This is an optimization exercise on Yosys and OpenROAD, whose aim is small area, not a production implementation.
In this exercise RTL edits were held to simulation tests only and were not proved equivalent to the original.
Power figures rest on the tool's default switching activity, not on a simulated workload.

[design/flow/standard.sh]
#!/bin/bash
# synth_recipe.tcl (not shown) runs the flow's synth.tcl, then flattens the netlist and writes it again
# the make line also repeats each setting of config.mk as NAME=value (left out here)
make -C /OpenROAD-flow-scripts/flow DESIGN_CONFIG=/design/flow/config.mk WORK_HOME=/design/flow/orfs CLKGATE_MAP_FILE= SYNTH_SCRIPT=/design/flow/synth_recipe.tcl "${@:-finish}"
[design/flow/flow/area.script]
strash
&get -n
&deepsyn -T 60
&put
&get -n
&dch -f
&nf -R 1000 -p -F 8
&put
&get -n
&dch -f
&nf -R 1000 -p -F 8
&put
[design/flow/design.v]
module flappy_core(
    input clock,
    input resetn,
    input go,
    input fly,
    output reg [8:0] x_vga,
    output reg [6:0] y_vga,
    output reg [2:0] colour_vga,
    output [7:0] count_food,
    output [6:0] hex0,
    output [6:0] hex1
    );
    localparam S_WAIT = 3'd0, S_RESET = 3'd1, S_ERASE = 3'd2,
               S_BIRD = 3'd3, S_FOOD = 3'd4, S_TREE = 3'd5;
    reg [2:0] st, nst;
    reg [10:0] rc;           
    reg [1:0] fc;            
    wire upd1 = (rc == 11'h22c);
    wire upd2 = (fc == 2'd0);
    wire finish, hit;
    always @(*) begin
        case (st)
            S_WAIT:  nst = go ? S_WAIT : S_RESET;
            S_RESET: nst = go ? S_ERASE : S_RESET;
            S_ERASE: nst = finish ? S_FOOD : S_ERASE;
            S_FOOD:  nst = upd1 ? S_BIRD : S_FOOD;
            S_BIRD:  nst = upd1 ? S_TREE : S_BIRD;
            S_TREE:  nst = hit ? S_WAIT : (upd2 ? S_ERASE : S_TREE);
            default: nst = S_ERASE;
        endcase
    end
    always @(posedge clock) begin
        if (!resetn) begin
            st <= S_ERASE;
            fc <= 2'd3;
        end else begin
            st <= nst;
            if (upd1) fc <= fc - 2'd1;
        end
        if (!resetn | upd1) rc <= 11'h7ff;
        else rc <= {rc[9:0], rc[10] ^ rc[8]};
    end
    wire rst = !resetn | (st == S_RESET);    
    wire lv = ((st == S_FOOD) | (st == S_BIRD)) & upd1 | (st == S_TREE) & (hit | upd2);
    wire clr = rst | lv;
    wire m_erase = (st == S_ERASE);
    wire m_bird  = (st == S_BIRD);
    wire m_food  = (st == S_FOOD);
    wire m_tree  = (st == S_TREE);
    wire m_over  = (st == S_WAIT);
    reg fst;                       
    reg [2:0] cx;                  
    reg [1:0] cy;                  
    reg [1:0] round;
    reg [5:0] yh;                  
    reg [6:0] p;                   
    reg [1:0] lead;                
    reg [6:0] ys0, ys1, ys2;       
    reg e, e_d;                    
    reg [6:0] c0, c1, c2;          
    reg [3:0] r4;
    reg [5:0] r6;
    wire [8:0] X = x_vga;
    wire [6:0] Y = y_vga;
    wire [6:0] yb = {yh, 1'b0};
    wire q  = (cx == 3'd0) & (cy == 2'd0);    
    wire s2 = (cx == 3'd1) & (cy == 2'd0);    
    wire rs = (cx == 3'd0) & (cy != 2'd0);    
    wire [1:0] rdec = (round == 2'd0) ? 2'd2 : round - 2'd1;
    wire [1:0] rinc = (round == 2'd2) ? 2'd0 : round + 2'd1;
    wire [1:0] idx = q ? (fst ? 2'd0 : rdec) : round;
    wire [1:0] lead1 = (lead == 2'd2) ? 2'd0 : lead + 2'd1;
    wire [1:0] slot = (idx == lead) ? 2'd0 : (idx == lead1) ? 2'd1 : 2'd2;
    wire [6:0] ysl = (slot == 2'd0) ? ys0 : (slot == 2'd1) ? ys1 : ys2;
    wire f_idx = e & (p[5] ? (slot == 2'd2) : (slot == 2'd0));
    wire X159 = (X == 9'd159);
    reg [8:0] oxk; reg [6:0] oyk; reg [2:0] ock;
    reg [8:0] oend; reg [6:0] oyend;
    always @(*) begin
        if (q) begin
            if (round == 2'd3 || (round == 2'd2 && !X[7])) begin
                oxk = (round == 2'd3) ? 9'd20 : 9'd60;
                oyk = (round == 2'd3) ? 7'd40 : 7'd10;
                ock = 3'b111;
            end else begin
                oxk = 9'd0; oyk = 7'd0; ock = 3'b000;
            end
        end else begin
            oxk = ((round == 2'd2) ? 9'd20 : (round == 2'd3) ? 9'd60 : 9'd0) + {8'd0, s2};
            oyk = (round == 2'd2) ? 7'd40 : (round == 2'd3) ? 7'd10 : 7'd0;
            ock = {3{round[1]}};
        end
        oend  = (round == 2'd2) ? 9'd139 : (round == 2'd3) ? 9'd99 : 9'd159;
        oyend = (round == 2'd2) ? 7'd80 : (round == 2'd3) ? 7'd110 : 7'd120;
    end
    wire olast = (X == oend);
    reg xload, yload, yinc;
    reg [8:0] K;
    reg [6:0] ybase;
    reg [2:0] co;
    always @(*) begin
        xload = 1'b0; yload = 1'b0; yinc = 1'b0;
        K = 9'd0; ybase = 7'd0; co = 3'b011;
        if (m_erase) begin
            xload = fst | X159;
            yload = fst;
            ybase = {1'b0, r6};          
            yinc = X159;
        end else if (m_bird) begin
            xload = (cx[1:0] == 2'd0);
            K = 9'd20;
            yload = q;
            yinc = rs;
            ybase = yb;
            co = 3'b100;
        end else if (m_food | m_tree) begin
            xload = q | s2 | rs;
            case ({m_tree, s2, slot})
                4'b0000: K = 9'd0;    4'b0001: K = 9'd53;  4'b0010: K = 9'd106;
                4'b0100: K = 9'd511;  4'b0101: K = 9'd52;  4'b0110: K = 9'd105;
                4'b1000: K = 9'd2;    4'b1001: K = 9'd55;  4'b1010: K = 9'd108;
                4'b1100: K = 9'd1;    4'b1101: K = 9'd54;  4'b1110: K = 9'd107;
                default: K = 9'bx;
            endcase
            yload = q | s2;
            yinc = rs;
            ybase = ysl;
            co = m_tree ? 3'b010 : f_idx ? 3'b011 : 3'b110;
        end else begin
            xload = q | s2 | rs;
            K = rs ? ((round == 2'd2) ? 9'd20 : (round == 2'd3) ? 9'd60 : 9'd0) : oxk;
            yload = q | s2;
            yinc = rs;
            ybase = oyk;
            co = rs ? {3{round[1]}} : ock;
        end
    end
    wire xdec = m_bird | m_food | m_tree;
    wire [8:0] xa = xload ? ((m_food | m_tree) ? {2'b00, p} : 9'd0) : X;
    wire [8:0] xk = xload ? K : {{8{xdec}}, 1'b1};
    wire [8:0] xo = xa + xk;
    wire [6:0] ya = yload ? ybase : Y;
    reg [6:0] yk;
    always @(*) begin
        if (!yload) yk = {6'd0, yinc};
        else if (m_erase) yk = {3'd0, r4};
        else if (m_tree) yk = 7'd36;
        else if (m_food) yk = 7'd30;
        else yk = 7'd0;
    end
    wire [6:0] yo = ya + yk;
    assign finish = !fst & (X == 9'd158) & (Y == 7'd119);
    always @(posedge clock) begin
        if (rst) begin
            x_vga <= 9'd0; y_vga <= 7'd0; colour_vga <= 3'd0;
        end else begin
            x_vga <= xo; y_vga <= (m_erase & fst) ? 7'd0 : yo; colour_vga <= co;
        end
        fst <= clr | m_erase & finish;
    end
    always @(posedge clock) begin
        if (clr) begin
            cx <= 3'd0; cy <= 2'd0; round <= 2'd0;
        end else if (m_bird | m_food) begin
            cx <= {1'b0, cx[1:0] + 2'd1};
            if (cx[1:0] == 2'd3) begin
                cy <= cy + 2'd1;
                if (cy == 2'd3 && m_food) round <= rinc;
            end
        end else if (m_tree) begin
            cx <= cx + 3'd1;
            if (cx == 3'd7) begin
                if (Y == 7'd119) begin
                    cy <= 2'd0; round <= rinc;
                end else
                    cy <= 2'd1;
            end
        end else if (m_over) begin
            if (round == 2'd0)
                round <= 2'd1;
            else if (olast) begin
                cx <= 3'd0;
                if (Y == oyend) begin
                    cy <= 2'd0;
                    round <= (round == 2'd3) ? 2'd2 : round + 2'd1;
                end else
                    cy <= 2'd1;
            end else
                cx <= (cx == 3'd0) ? 3'd1 : 3'd2;
        end
    end
    wire shift_edge = m_erase & fst;
    wire [5:0] yz = fly ? {~yh[5:1], 1'b1} : yh;
    wire [5:0] yt;
    assign yt[0] = !fly;
    assign yt[1] = fly | yh[0];
    assign yt[2] = yt[1] & yz[1];
    assign yt[3] = yt[2] & yz[2];
    assign yt[4] = yt[3] & yz[3];
    assign yt[5] = yt[4] & yz[4];
    always @(posedge clock) begin
        if (rst) begin
            yh <= 6'd20; p <= 7'd112; lead <= 2'd0;
            ys0 <= 7'd75; ys1 <= 7'd35; ys2 <= 7'd60;
        end else if (shift_edge) begin
            yh <= yh ^ yt;
            if (p == 7'd0) begin
                p <= 7'd53;
                lead <= lead1;
                ys0 <= ys1; ys1 <= ys2; ys2 <= yo;
            end else
                p <= p - 7'd1;
        end
    end
    always @(posedge clock) begin
        if (rst) begin
            r4 <= 4'b1110; r6 <= 6'b111110;
        end else begin
            r4 <= {r4[2:0], r4[2] ^ r4[3]};
            r6 <= {r6[4:0], r6[5] ^ r6[3] ^ r6[2]};
        end
    end
    wire [7:0] d = {1'b0, yb} - {1'b0, ys0};      
    wire d_ge3 = !d[7] & (d[6:0] >= 7'd33);
    wire d_ge2 = !d[7] & (d[6:0] >= 7'd32);
    wire d_near = !d[7] & (d[6:0] >= 7'd27) & (d[6:0] <= 7'd33);
    wire eat = (p >= 7'd17) & (p <= 7'd23) & d_near;
    always @(posedge clock) begin
        if (rst | (p[5] & !p[0])) e <= 1'b0;
        else if (eat) e <= 1'b1;
        e_d <= e;
    end
    wire inc = e & !e_d;
    always @(posedge clock) begin
        if (rst) begin
            c0 <= 7'd0; c1 <= 7'd0; c2 <= 7'd0;
        end else if (inc) begin
            if (lead == 2'd0) c0 <= c0 + 7'd1;
            if (lead == 2'd1) c1 <= c1 + 7'd1;
            if (lead == 2'd2) c2 <= c2 + 7'd1;
        end
    end
    assign count_food = c0 + c1 + c2;
    assign hit = (yb == 7'd0) | (yb == 7'd116) |
                 ((p >= 7'd14) & (p <= 7'd26) & d_ge3) |
                 ((p == 7'd25) & d_ge2);
    hex H0(.hex_digit(count_food[3:0]), .segments(hex0));
    hex H1(.hex_digit(count_food[7:4]), .segments(hex1));
endmodule
module hex(hex_digit, segments);
    input [3:0] hex_digit;
    output reg [6:0] segments;
    always @(*)
        case (hex_digit)
            4'h0: segments = 7'b1000000;
            4'h1: segments = 7'b1111001;
            4'h2: segments = 7'b0100100;
            4'h3: segments = 7'b0110000;
            4'h4: segments = 7'b0011001;
            4'h5: segments = 7'b0010010;
            4'h6: segments = 7'b0000010;
            4'h7: segments = 7'b1111000;
            4'h8: segments = 7'b0000000;
            4'h9: segments = 7'b0011000;
            4'hA: segments = 7'b0001000;
            4'hB: segments = 7'b0000011;
            4'hC: segments = 7'b1000110;
            4'hD: segments = 7'b0100001;
            4'hE: segments = 7'b0000110;
            default: segments = 7'b0001110;
        endcase
endmodule
[design/flow/constraint.sdc]
create_clock -name core_clock -period 10.0 [get_ports {clock}]
set_input_delay 2.0000 -clock core_clock [delete_from_list [all_inputs] [get_ports {clock}]]
set_output_delay 2.0000 -clock core_clock [all_outputs]
set_load 0.01 [all_outputs]
[design/flow/config.mk]
export PLATFORM = sky130hd
export DESIGN_NAME = flappy_core
export DESIGN_NICKNAME = flappy_core
export VERILOG_FILES = /design/flow/design.v
export SDC_FILE = /design/flow/constraint.sdc
export NUM_CORES = 4
export LEC_CHECK = 0
export CAP_MARGIN = 20
export CORE_MARGIN = 2
export CORE_UTILIZATION = 40
export SLEW_MARGIN = 20
[design/flow/flow/run.sh]
#!/bin/bash
# Standard ORFS layout with an area-oriented synthesis mapping and small port buffers.
#  - synthesis: the standard flow's own synthesis script (synth_recipe.tcl), with the abc call
#    given flow/area.script and no adder cells (plain gates for abc)
#  - port buffers: sky130_fd_sc_hd__buf_1
#  - clock tree: clkbuf_8 buffers, no dummy loads
# Each tool's log is in orfs/logs/; this script's own output is in run.log.
set -euo pipefail
HERE=$(pwd)
exec > "$HERE/run.log" 2>&1
cat > "$HERE/my_synth.tcl" <<EOT
proc abc {args} {
  set i [lsearch -exact \$args -script]
  if {\$i >= 0} { lset args [expr {\$i + 1}] $HERE/flow/area.script }
  yosys abc {*}\$args
}
source $HERE/synth_recipe.tcl
EOT
bash standard.sh SYNTH_SCRIPT="$HERE/my_synth.tcl" ADDER_MAP_FILE= \
  "BUFFER_PORTS_ARGS=-buffer_cell sky130_fd_sc_hd__buf_1" \
  "CTS_ARGS=-sink_clustering_enable -repair_clock_nets -dont_use_dummy_load -buf_list sky130_fd_sc_hd__clkbuf_8 -root_buf sky130_fd_sc_hd__clkbuf_8 -sink_clustering_size 24 -sink_clustering_max_diameter 60" \
  finish
==> key figures, run 1 <==
Cells and area
  • Commonest non-fill, non-tap cell in the layout: dfxtp_1
  • Area delta synth->final: 9.20%
  • # nets final: 817
  • Commonest non-fill, non-tap cells in the layout: dfxtp_1, nor2_1, nand2_1
  • Ant diodes: 0
  • Post-layout util: 44.3%
  • Share of cells above drive strength 1: 1.48%

Timing
  • Worst slew pin tran: ~1000 ps
  • FMAX: ~150 MHz
  • Setup TNS: 0 ps
  • Post-layout min period: 6580 ps
  • Ratio of final minimum period to clock period: about 66%
  • Worst rel slew slack: between 20% and 30%
  • Final hold violations: 0
  • Setup-failing EPs final: 0
  • Clock Skew: 41.4 ps
  • Final Max Tran Viols: 0
  • Hold_ws: between 300 and 400 ps
  • Fin worst setup slack: roughly 3400 ps
  • RSZ-0062 raised after global routing: no

Power
  • Net Sw Frac: between 20% and 30%
  • Cell Int Power: around 0.58 mW
  • Clock Power Share: roughly 28%
  • Flop pwr share: roughly three fifths
  • Comb power frac: between 10% and 20%
  • Pwr Total: roughly 0.81 mW
  • Pwr/cell area: roughly 130 nW/um2
  • Leakage: approximately 2.3 nW
  • Worst VDD drop: 0.0000608 V
  • Net switching power: between 0.2 and 0.25 mW

Drt
  • DRC viols: 0
  • Initial DRC count: 465
  • Via/cell ratio: 5.83
  • DR WL/cell: about 17 um
  • Antenna viol nets, final: 0
  • Routed wire length: about 17000 um
  • TritonRoute pass-1 iters: 7
  • Total number of vias: ~5800

Critical path
  • CP cell instances: maj3_1 -> a21o_1 -> nand2_1 -> nand2_1 -> xnor2_1 -> o21ai_0 -> maj3_1 -> maj3_1 -> xnor2_1 -> nor2b_1 -> nor2b_1 -> o21ai_0 -> o21ai_0 -> nand2b_1 -> o32ai_1 -> buf_1
  • Largest stage delay on the critical path: 420 ps
  • CP top delay family: adder cells
  • CP Data Required Time: 8000 ps
  • Worst reg-to-reg setup slack: around 4200 ps
  • Worst Setup Start Kind: register
  • Reg-to-Reg End: y_vga[6]
  • Worst Reg2Reg Path Length in Cells: 21
  • CP Capture Type: output pin
  • Critical path's slowest cell: maj3_1
  • Worst-path fanout max: 7
  • Worst R2R Start: st[2]
  • Buf/Inv on CP: 1
  • Type of the worst setup path: reg -> out
  • CP Data Arrival Time: ~4600 ps

Global routing
  • Vias in the first global route: between 5000 and 6000
  • Antenna violations before repair: 0
  • First-pass GRT wire length: 27200 um
  • Largest net degree at the start of global routing: 35
  • Grt ovf: 0
  • GRT Util Overall: roughly a fifth

Synth
  • Mean area per synthesized cell: 7.73 um2
  • Post-synth EDFFs: 0
  • Gate Count Post-Synth: between 700 and 800
  • Register area share after synthesis: about two fifths
  • Yosys reg bits: ~110
  • Syn_nets: 760
  • Netlist cell types: between 40 and 50
  • Warning count from the yosys run: 2
  • Asr flop ratio synth: 0%
  • Synthesized area: around 5800 um2
  • Ys flop type: dfxtp_1

Clocking
  • CTS sink cnt: between 100 and 150
  • CTS clk-pin slew, worst paths: roughly 100 ps
  • CTS tree: built
  • Cts hold-fix bufs: 0
  • Post-CTS setup buffers: 0
  • CTS buffer count: 9
  • # resized after CTS: 0
  • CTS HTree Levels: 3
  • Worst skew pair latency: about 400 ps
  • Clk buf depth: 2
  • Clk root buf: clkbuf_8

Hold path
  • Hold Startpoint: e
  • Hold Path End: e_d
  • Hold Path Class: reg -> reg
  • Hold Path Stages: 0

Job
  • Max cap viols: 0

Die
  • Core area: around 14000 um2
  • Io pins: 45
  • DIE HEIGHT: around 120 um
  • Row count: 44
  • Die Footprint: around 16000 um2
  • Initial Util: 40.5%
  • Die W: roughly 120 um

Place
  • Post-DP HPWL: roughly 12000 um
  • Dpl ws: roughly 4000 ps
  • Placer Congestion: 0.917
  • Port bufs: 44

Run status
  • Status: complete, no violations
[Yosys cell counts (all sizes together), types with 2 or more instances]
cell	number	share of area, %
a2111oi	4	0.60
a211oi	4	0.51
a21boi	3	0.39
a21o	5	0.64
a21oi	79	6.8
a221oi	5	0.75
a222oi	3	0.51
a22o	14	2.1
a22oi	2	0.26
a31oi	10	1.1
a32oi	2	0.30
and2	12	1.3
and3	13	1.4
clkinv	23	1.5
dfxtp	112	38
maj3	8	1.4
mux2	3	0.58
mux2i	4	0.68
nand2	80	5.1
nand2b	21	2.2
nand3	20	1.7
nand3b	5	0.64
nand4	4	0.43
nor2	105	6.7
nor2b	18	1.9
nor3	35	3.0
nor3b	2	0.26
nor4	3	0.32
o211ai	6	0.77
o21a	3	0.39
o21ai	55	4.7
o22a	8	1.2
o22ai	4	0.43
o31ai	2	0.26
o32ai	4	0.60
or2	20	2.1
or3	5	0.54
xnor2	29	4.3
xor2	11	1.6
[metrics by stage]
step | instance area (um2) | cells
2_1_floorplan | 5850 | 756
3_3_place_gp | 6260 | 986
3_5_place_dp | 6260 | 986
4_1_cts | 6380 | 995
5_1_grt | 6380 | 995
6_report | 6380 | 995
[per-layer routing]
layer / track usage [%] / routed length, um / vias up
met5: 0 / 0 / -
met4: 7.39 / 351 / 0
met3: 4.55 / 1150 / 34
met2: 34.5 / 7490 / 210
met1: 28.0 / 7570 / 2724
li1: - / - / 2831
[kinds of logic after synthesis]
logic type / share of synthesized area (%)
xor+xnor: 5.99
flops: 38.4
buf+inv: 1.48
compound gates: 23.3
mux: 1.26
simple gates: 28.2
fa+ha+maj: 1.37
[worst max path at each step]
| stage | startpoint | to | depth (start not counted) |
|---|---|---|---|
| 6_report | c0[2] | hex1[0] | 16 |
| 5_1_grt | c0[1] | hex1[1] | 17 |
| 4_1_cts | c0[2] | hex1[0] | 16 |
| 3_5_place_dp | c0[2] | hex1[0] | 16 |
| 3_3_place_gp | c0[2] | hex1[0] | 16 |
| 2_1_floorplan | c0[2] | hex1[1] | 15 |
[power by group through the flow]
stage               Sequential (mW)  Clock [mW]  Combinational (mW)
floorplan                     0.492           0              0.0653
global placement              0.495           0              0.0940
detailed placement            0.497           0              0.0942
CTS                           0.486       0.233              0.0950
global route                  0.489       0.249               0.107
finish                        0.487       0.228              0.0954
[sequential cells by signal (all words and copies together) (netlist names), 3 cells and up]
| signal | flops |
|---|---|
| rc | 11 |
| x_vga | 9 |
| c0 | 7 |
| c1 | 7 |
| c2 | 7 |
| p | 7 |
| y_vga | 7 |
| ys0 | 7 |
| ys1 | 7 |
| ys2 | 7 |
| r6 | 6 |
| yh | 6 |
| r4 | 4 |
| colour_vga | 3 |
| cx | 3 |
| st | 3 |
[area by class of cell]
cell class	instances	area, um2
Timing Repair Buffer	46	180
Inverter	23	86.3
Multi-Input combinational cell	621	3520
Fill cell	1493	8040
Sequential cell	112	2240
Tap cell	184	230
Clock buffer	9	124
==> inputs of run 2 (changes only) <==
==> design/flow/flow/area.script (replaced) <==
strash
&get -n
&deepsyn -T 60
&put
&get -n
&dch -f
&nf -R 1000
&put
&get -n
&dch -f
&nf -R 1000
&put
==> run 2 against run 1 <==
Still clean on timing, DRC and antenna; critical path depth up 3; global-route usage down 1.0 points; sequential share of layout area about the same; non-clock buffer count unchanged; fmax up 2.3%; largest power group unchanged.
==> key figures, run 2 <==
Power
  • Pwr/cell area: 126 nW/um2 (-0.87%)
  • Worst VDD drop: 0.0000795 V (+31%)
  • Leakage: 2.27 nW (-0.27%)

Synth
  • Top post-synthesis cells by count: dfxtp_1, nor2_1, nand2_1
  • Adder-Cell Fraction of Synth Area: 1.37% (+0.0018 points)
  • Post-synth EDFFs: 0 (unchanged)
  • Mean area per synthesized cell: 7.79 um2 (+0.80%)
  • Warning count from the yosys run: 2 (unchanged)
  • Asr flop ratio synth: 0% (unchanged)
  • Netlist cell types: 50 (+2.0%)
  • Multiplexer share of the synthesized area: 1.03% (-0.23 points)
  • Ys flop type: dfxtp_1
  • Main combinational cell family by area after synthesis: simple AND/OR/NAND/NOR gates
  • Gate Count Post-Synth: 749 (-0.93%)
  • Post-synth top area share: 38.4% (+0.049 points)
  • Yosys reg bits: 112 (unchanged)
  • Area leader, netlist: dfxtp_1
  • Most frequent cell after synthesis: dfxtp_1
  • Post-synthesis xor/xnor area fraction: 5.40% (-0.59 points)
  • Register area share after synthesis: 38.4% (+0.049 points)
  • Top post-synthesis cells by area: dfxtp_1, nor2_1, a21oi_1, o21ai_0, nand2_1
  • Synthesized area: 5840 um2 (-0.13%)
  • Simple-Gate Fraction of Synth Area: 29.5% (+1.3 points)
  • Compound-cell area share of the yosys netlist: 23.2% (-0.099 points)
  • Syn_nets: 753 (-0.92%)

Clocking
  • CTS HTree Levels: 3 (unchanged)
  • Clk buf depth: 2 (unchanged)
  • Clk root buf: clkbuf_8
  • CTS tree: built
  • Worst skew pair latency: 390 ps (about the same)
  • Cts hold-fix bufs: 0 (unchanged)
  • # resized after CTS: 0 (unchanged)
  • CTS clk-pin slew, worst paths: 90 ps (about the same)
  • CTS buffer count: 9 (unchanged)
  • Post-CTS setup buffers: 0 (unchanged)
  • CTS sink cnt: 112 (unchanged)

Drt
  • DRC viols: 0 (unchanged)
  • TritonRoute pass-1 iters: 5 (-2)
  • Antenna viol nets, final: 0 (unchanged)
  • Initial DRC count: 390 (-16%)
  • Routed wire length: 15700 um (-4.9%)
  • Total number of vias: 5661 (-2.4%)
  • DR WL/cell: 15.9 um (-4.2%)
  • Via/cell ratio: 5.73 (-1.7%)

Die
  • Initial Util: 40.6% (+0.10 points)
  • Core area: 14400 um2 (-0.38%)
  • Row count: 44 (unchanged)
  • Die W: 125 um (about the same)
  • Io pins: 45 (unchanged)
  • DIE HEIGHT: 125 um (about the same)
  • Die Footprint: 15600 um2 (-0.13%)

Global routing
  • Largest net degree at the start of global routing: 37 (+5.7%)
  • Grt ovf: 0 (unchanged)
  • First-pass GRT wire length: 26100 um (-4.0%)
  • Vias in the first global route: 5295 (-3.8%)
  • GRT Util Overall: 20.2% (-1.0 points)
  • Antenna violations before repair: 0 (unchanged)

Cells and area
  • Ant diodes: 0 (unchanged)
  • Area delta synth->final: 9.22% (about the same)
  • Commonest non-fill, non-tap cells in the layout: dfxtp_1, nor2_1, nand2_1
  • Max reg flops: 11 (unchanged)
  • # nets final: 810 (-0.86%)
  • Non-filler cells in the finished layout: 988 (-0.70%)
  • Largest Register: rc
  • Share of cells above drive strength 1: 1.49% (+0.013 points)
  • Top Registers: rc (11), x_vga (9)
  • Commonest non-fill, non-tap cell in the layout: dfxtp_1

Timing
  • Worst rel slew slack: 33.3% (+4.8 points)
  • Worst slew pin tran: 990 ps (-56.0 ps)
  • Fin worst setup slack: 3570 ps (+150 ps)
  • Final Max Tran Viols: 0 (unchanged)
  • Setup TNS: 0 ps (unchanged)
  • Post-layout min period: 6430 ps (-150 ps)
  • Clock Skew: 16.3 ps (-25.0 ps)
  • Ratio of final minimum period to clock period: 64.3% (-1.5 points)
  • Setup-failing EPs final: 0 (unchanged)
  • FMAX: 156 MHz (+2.3%)
  • RSZ-0062 raised after global routing: no
  • Final hold violations: 0 (unchanged)

Place
  • Placer Congestion: 0.859 (-6.3%)
  • Post-DP HPWL: 11800 um (-3.9%)
  • Port bufs: 44 (unchanged)
  • Post-Place Cells: 979 (-0.71%)
  • Dpl ws: 3990 ps (+66.2 ps)

Critical path
  • Worst Setup Start Kind: register
  • Worst-path fanout max: 5 (-2)
  • CP Data Required Time: 8000 ps (about the same)
  • CP Capture Type: output pin
  • Type of the worst setup path: reg -> out
  • CP Data Arrival Time: 4430 ps (-150 ps)

Job
  • Max cap viols: 0 (unchanged)

Hold path
  • Hold Path Class: reg -> reg

Run status
  • Status: complete, no violations
-- run 2: cell count changes after synthesis, moves of 5 or more --
cell	before	now
o21ai_0	55	60
nor2b_1	18	26
a31oi_1	10	5
nor2_1	105	97
clkinv_1	23	17
a21oi_1	79	65
xnor2_1	29	22
-- run 2: worst paths after layout --
path                            start       end  slack (ps)  depth (start not counted)
worst min-delay path                e       e_d         400                          0
worst max-delay path            c0[1]   hex1[0]        3570                         19
worst min register to register      e       e_d         400                          0
worst max register to register  cx[0]  x_vga[8]        4340                         25
-- run 2: kinds of logic (layout without fill, tap and decap cells) --
| kind of cell | after synthesis | count (layout) |
|---|---|---|
| xor gates and xnor gates | 36 | 36 |
| and+or+nand+nor | 355 | 355 |
| AOI/OAI and AO/OA | 215 | 215 |
| buffers and inverters | 17 | 72 |
| DFF | 112 | 112 |
| adders and majority gates | 8 | 8 |
| muxes | 6 | 6 |
-- run 2: power breakdown --
part	switching, mW	total, mW	internal (mW)
Sequential	0.0269	0.490	0.463
Combinational	0.0575	0.0935	0.0361
Clock	0.137	0.218	0.0812
Total	0.222	0.802	0.581
-- run 2: critical path, cell delays in order, from the launching register on --
cell,delay [ps]
dfxtp_1,340
and2_0,200
nor3_1,210
nor2_1,110
o22ai_1,180
nand2_1,120
xnor2_1,240
o21ai_0,120
nand2b_1,180
nand2_1,70
nand2_1,80
maj3_1,400
xnor2_1,350
nor2b_1,320
nor2b_1,90
o21ai_0,210
o21ai_0,180
nand2b_1,210
o32ai_1,250
buf_1,180
-- run 2: layout make-up --
cell class	count	area (um2)
Sequential cell	112	2240
Fill cell	1498	7990
Multi-Input combinational cell	620	3540
Tap cell	184	230
Timing Repair Buffer	46	180
Inverter	17	63.8
Clock buffer	9	124
-- run 2: layer usage --
| metal | vias up | part of all wire, % | track usage [%] |
|---|---|---|---|
| li1 | 2821 | - | - |
| met1 | 2668 | 47 | 27.9 |
| met2 | 154 | 46 | 32.6 |
| met3 | 18 | 5.0 | 4.08 |
| met4 | 0 | 1.5 | 5.23 |
| met5 | - | 0 | 0 |
-- run 2: through the flow --
step / total power, mW / cell area, um2 / util, % / hold WS [ps]
after CTS: 0.812 / 6380 / 44.4 / 407
after detailed placement: 0.593 / 6250 / 43.5 / 395
after floorplan: 0.559 / 5840 / - / 359
final: 0.802 / 6380 / 44.4 / 397
after global placement: 0.590 / 6250 / 43.5 / 396
after global routing: 0.845 / 6380 / 44.4 / 415
==> inputs of run 3 (changes only) <==
--- a/design/flow/flow/run.sh
+++ b/design/flow/flow/run.sh
@@ -1,7 +1,8 @@
 #!/bin/bash
 # Standard ORFS layout with an area-oriented synthesis mapping and small port buffers.
-#  - synthesis: the standard flow's own synthesis script (synth_recipe.tcl), with the abc call
-#    given flow/area.script and no adder cells (plain gates for abc)
+#  - synthesis: the standard flow's own synthesis script (synth_recipe.tcl); its abc call is run
+#    with each of flow/area1..4.script (deepsyn with different seeds, then &nf mapping)
+#    and the smallest mapped netlist is kept; no adder cells (plain gates for abc)
 #  - port buffers: sky130_fd_sc_hd__buf_1
 #  - clock tree: clkbuf_8 buffers, no dummy loads
 # Each tool's log is in orfs/logs/; this script's own output is in run.log.
@@ -11,8 +12,28 @@
 cat > "$HERE/my_synth.tcl" <<EOT
 proc abc {args} {
   set i [lsearch -exact \$args -script]
-  if {\$i >= 0} { lset args [expr {\$i + 1}] $HERE/flow/area.script }
-  yosys abc {*}\$args
+  set l [lsearch -exact \$args -liberty]
+  set lib [lindex \$args [expr {\$l + 1}]]
+  set best 1e18
+  yosys design -save abc_pre
+  foreach s {1 2 3 4} {
+    yosys design -load abc_pre
+    set a2 \$args
+    lset a2 [expr {\$i + 1}] $HERE/flow/area\$s.script
+    yosys abc {*}\$a2
+    yosys tee -q -o $HERE/abc_stat_\$s.txt stat -liberty \$lib
+    set f [open $HERE/abc_stat_\$s.txt r]
+    set txt [read \$f]
+    close \$f
+    regexp {Chip area for module [^:]*: ([0-9.]+)} \$txt -> area
+    puts "abc try \$s: area \$area"
+    if {\$area < \$best} {
+      set best \$area
+      yosys design -save abc_best
+    }
+  }
+  yosys design -load abc_best
+  puts "abc kept area \$best"
 }
 source $HERE/synth_recipe.tcl
 EOT
==> design/flow/flow/area1.script (new file) <==
strash
&get -n
&deepsyn -T 45 -S 1
&put
&get -n
&dch -f
&nf -R 1000 -p -F 8
&put
&get -n
&dch -f
&nf -R 1000 -p -F 8
&put
==> design/flow/flow/area2.script (new file) <==
strash
&get -n
&deepsyn -T 45 -S 2
&put
&get -n
&dch -f
&nf -R 1000 -p -F 8
&put
&get -n
&dch -f
&nf -R 1000 -p -F 8
&put
==> design/flow/flow/area3.script (new file) <==
strash
&get -n
&deepsyn -T 45 -S 3
&put
&get -n
&dch -f
&nf -R 1000 -p -F 8
&put
&get -n
&dch -f
&nf -R 1000 -p -F 8
&put
==> design/flow/flow/area4.script (new file) <==
strash
&get -n
&deepsyn -T 45 -S 4
&put
&get -n
&dch -f
&nf -R 1000 -p -F 8
&put
&get -n
&dch -f
&nf -R 1000 -p -F 8
&put
removed: design/flow/flow/area.script
==> run 3 against run 2 <==
Largest power group unchanged; still clean on timing, DRC and antenna; hold slack gained 16 ps; routed wire length is 1.1% lower; critical endpoint unchanged; clock-buffer cell count did not move; first-iteration DRC count rose by 28%.
==> key figures, run 3 <==
Die
  • Io pins: 45 (unchanged)
  • Die Footprint: 15500 um2 (-0.39%)
  • Core area: 14400 um2 (unchanged)
  • DIE HEIGHT: 125 um (-0.20%)
  • Row count: 44 (unchanged)
  • Initial Util: 40.5% (-0.17 points)
  • Die W: 125 um (-0.20%)

Power
  • Leakage: 2.23 nW (-1.7%)
  • Pwr Total: 0.887 mW (+11%)
  • Net switching power: 0.266 mW (+20%)
  • Worst VDD drop: 0.0000694 V (-13%)
  • Clock Power Share: 24.7% (-2.5 points)
  • Cell Int Power: 0.621 mW (+7.0%)
  • Pwr/cell area: 139 nW/um2 (+11%)
  • Comb power frac: 16.4% (+4.7 points)
  • Flop pwr share: 58.9% (-2.2 points)
  • Net Sw Frac: 30.0% (+2.3 points)

Job
  • Max cap viols: 0 (unchanged)

Critical path
  • CP Data Required Time: 8000 ps (about the same)
  • CP cell instances: nor2_1 -> nor2_1 -> nand2_1 -> a21oi_1 -> nand2b_1 -> a22oi_1 -> maj3_1 -> maj3_1 -> or2_0 -> a21boi_0 -> maj3_1 -> xor2_1 -> nor2b_1 -> a22o_1 -> o32ai_1 -> buf_1
  • Worst-path fanout max: 8 (+3)
  • Type of the worst setup path: reg -> out
  • Worst Setup Start Kind: register
  • Largest stage delay on the critical path: 480 ps (+80 ps)
  • CP most frequent cell: maj3_1
  • Critical path's slowest cell: xor2_1
  • CP Data Arrival Time: 4520 ps (+90 ps)
  • CP Capture Type: output pin

Synth
  • Top post-synthesis cells by count: dfxtp_1, nor2_1, nand2_1
  • Most frequent cell after synthesis: dfxtp_1
  • Yosys reg bits: 112 (unchanged)
  • Post-synth EDFFs: 0 (unchanged)
  • Mean area per synthesized cell: 7.92 um2 (+1.6%)
  • Syn_nets: 738 (-2.0%)
  • Area leader, netlist: dfxtp_1
  • Gate Count Post-Synth: 734 (-2.0%)
  • Top post-synthesis cells by area: dfxtp_1, nor2_1, nand2_1, a21oi_1, o21ai_0
  • Synthesized area: 5810 um2 (-0.41%)
  • Ys flop type: dfxtp_1
  • Warning count from the yosys run: 2 (unchanged)
  • Register area share after synthesis: 38.6% (+0.16 points)
  • Post-synth top area share: 38.6% (+0.16 points)
  • Asr flop ratio synth: 0% (unchanged)
  • Netlist cell types: 47 (-6.0%)

Drt
  • Routed wire length: 15600 um (-1.1%)
  • Antenna viol nets, final: 0 (unchanged)
  • Initial DRC count: 501 (+28%)
  • DR WL/cell: 16.0 um (+0.10%)
  • Via/cell ratio: 5.74 (+0.19%)
  • TritonRoute pass-1 iters: 8 (+3)
  • DRC viols: 0 (unchanged)
  • Total number of vias: 5603 (-1.0%)

Timing
  • FMAX: 153 MHz (-1.3%)
  • Hold_ws: 414 ps (+16.4 ps)
  • Clock Skew: 34.7 ps (+18.3 ps)
  • Worst slew pin tran: 943 ps (-46.7 ps)
  • Final Max Tran Viols: 0 (unchanged)
  • Final hold violations: 0 (unchanged)
  • RSZ-0062 raised after global routing: no
  • Ratio of final minimum period to clock period: 65.2% (+0.86 points)
  • Setup TNS: 0 ps (unchanged)
  • Post-layout min period: 6520 ps (+86.3 ps)
  • Worst rel slew slack: 37.1% (+3.8 points)
  • Setup-failing EPs final: 0 (unchanged)

Cells and area
  • Ant diodes: 0 (unchanged)
  • Non-filler cells in the finished layout: 976 (-1.2%)
  • Max reg flops: 11 (unchanged)
  • Largest Register: rc
  • Commonest non-fill, non-tap cells in the layout: dfxtp_1, nor2_1, nand2_1
  • # nets final: 798 (-1.5%)
  • Area delta synth->final: 9.64%
  • Filler cells: 1446 (-3.5%)
  • Post-route cell area: 6370 um2 (about the same)
  • Commonest non-fill, non-tap cell in the layout: dfxtp_1
  • Share of cells above drive strength 1: 1.89% (+0.40 points)
  • Top Registers: rc (11), x_vga (9)

Clocking
  • Cts hold-fix bufs: 0 (unchanged)
  • # resized after CTS: 0 (unchanged)
  • CTS sink cnt: 112 (unchanged)
  • CTS buffer count: 9 (unchanged)
  • Clk root buf: clkbuf_8
  • CTS clk-pin slew, worst paths: 90 ps (about the same)
  • Post-CTS setup buffers: 0 (unchanged)
  • Clk buf depth: 2 (unchanged)
  • CTS HTree Levels: 3 (unchanged)
  • CTS tree: built
  • Worst skew pair latency: 390 ps (about the same)

Hold path
  • Hold Path Class: reg -> reg

Place
  • Port bufs: 44 (unchanged)
  • Post-DP HPWL: 11700 um (-1.1%)
  • Post-place instance area: 6250 um2 (about the same)
  • Placer Congestion: 0.886 (+3.1%)
  • Post-Place Cells: 967 (-1.2%)

Global routing
  • First-pass GRT wire length: 25500 um (-2.3%)
  • Antenna violations before repair: 0 (unchanged)
  • Largest net degree at the start of global routing: 24 (-35%)
  • GRT Util Overall: 19.9% (-0.35 points)
  • Vias in the first global route: 5066 (-4.3%)
  • Grt ovf: 0 (unchanged)

Run status
  • Status: complete, no violations
==> run 3: cell types whose count changed in the layout (fill, tap and decap cells not counted), sizes merged, moves of 5 or more <==
cell / previous run / this run
nor2b: 26 / 19
nor4: 4 / 10
or2: 23 / 18
or3: 7 / 2
xor2: 14 / 24
nand3: 21 / 16
nor2: 97 / 88
xnor2: 22 / 27
a31oi: 5 / 16
nand2: 77 / 83
and2: 14 / 7
a21oi: 65 / 60
==> run 3: worst paths after layout <==
kind	start	endpoint	slack (ps)	cells past startpoint
worst max-delay path	c0[1]	hex1[0]	3480	16
worst min-delay path	e	e_d	410	0
worst max register to register	cx[0]	x_vga[8]	3890	26
worst min register to register	e	e_d	410	0
==> run 3: logic make-up after synthesis <==
| logic type | synth area share [%] |
|---|---|
| AND/OR/NAND/NOR | 26.3 |
| buffers and inverters | 1.03 |
| flip-flops | 38.6 |
| XOR/XNOR | 7.68 |
| multiplexers | 0.689 |
| AO/OA/AOI/OAI | 23.6 |
| adder cells (fa/ha/maj) | 2.07 |
==> run 3: routing by layer <==
layer | track usage [%] | share of wire [%] | up-vias
met5 | 0 | 0 | -
met3 | 4.73 | 6.8 | 20
met1 | 27.9 | 48 | 2622
met4 | 5.22 | 1.4 | 0
li1 | - | - | 2789
met2 | 30.8 | 44 | 172
==> run 3: stage by stage <==
step / worst slack (ps) / util (%)
2_1_floorplan: 4080 / -
3_3_place_gp: 4080 / 43.5
3_5_place_dp: 3890 / 43.5
4_1_cts: 3460 / 44.4
5_1_grt: 3120 / 44.4
6_report: 3480 / 44.4
==> run 3: power by group through the flow <==
stage / clock (mW) / sequential, mW / combinational [mW]
final: 0.219 / 0.522 / 0.146
after global routing: 0.242 / 0.529 / 0.166
after CTS: 0.227 / 0.522 / 0.145
after detailed placement: 0 / 0.532 / 0.144
after global placement: 0 / 0.530 / 0.143
after floorplan: 0 / 0.520 / 0.112
==> run 3: final cells by class <==
cell class / count / area (um2) / area share [%]
well taps: 184 / 230 / 3.61
inverters: 16 / 60.1 / 0.942
clock buffers: 9 / 124 / 1.94
repair buffers: 49 / 203 / 3.18
multi-input cells: 606 / 3520 / 55.2
flip-flops and latches: 112 / 2240 / 35.2
==> run 3: worst max-delay path: cells and delay by family (launching register included) <==
family          cells  cell delay [ps]
compound gates      5              990
xor+xnor            1              480
fa+ha+maj           3             1170
buf+inv             1              180
flops               1              400
simple gates        6              910

-- afterwards: timing with drivers on the ports --
The flow's constraints put no driver on any port. The routed layouts listed below were extracted and timed again, unchanged, in two steps.
Step 1: set_driving_cell puts a clkbuf_16 on clock and a buf_2 on each other input, an assumption about the parent block.
Step 2 times the ports against the registers' clock, not the clock port: input delays grow and output delays shrink by t, the midpoint of the rising clock arrivals with the driver on.
a / b / c = ideal ports / drivers / drivers and shift; a / b = the first two.
run | t, ns | setup WS [ns] | worst setup path after step 2 | clock arrival spread, ns
run 1 | 0.419 | 3.420 / 3.380 / 3.799 | register to output | 0.043 / 0.043
run 2 | 0.415 | 3.570 / 3.536 / 3.951 | register to output | 0.016 / 0.016
run 3 | 0.404 | 3.483 / 3.449 / 3.853 | register to output | 0.034 / 0.035
After both steps setup and hold are still met in every run listed.
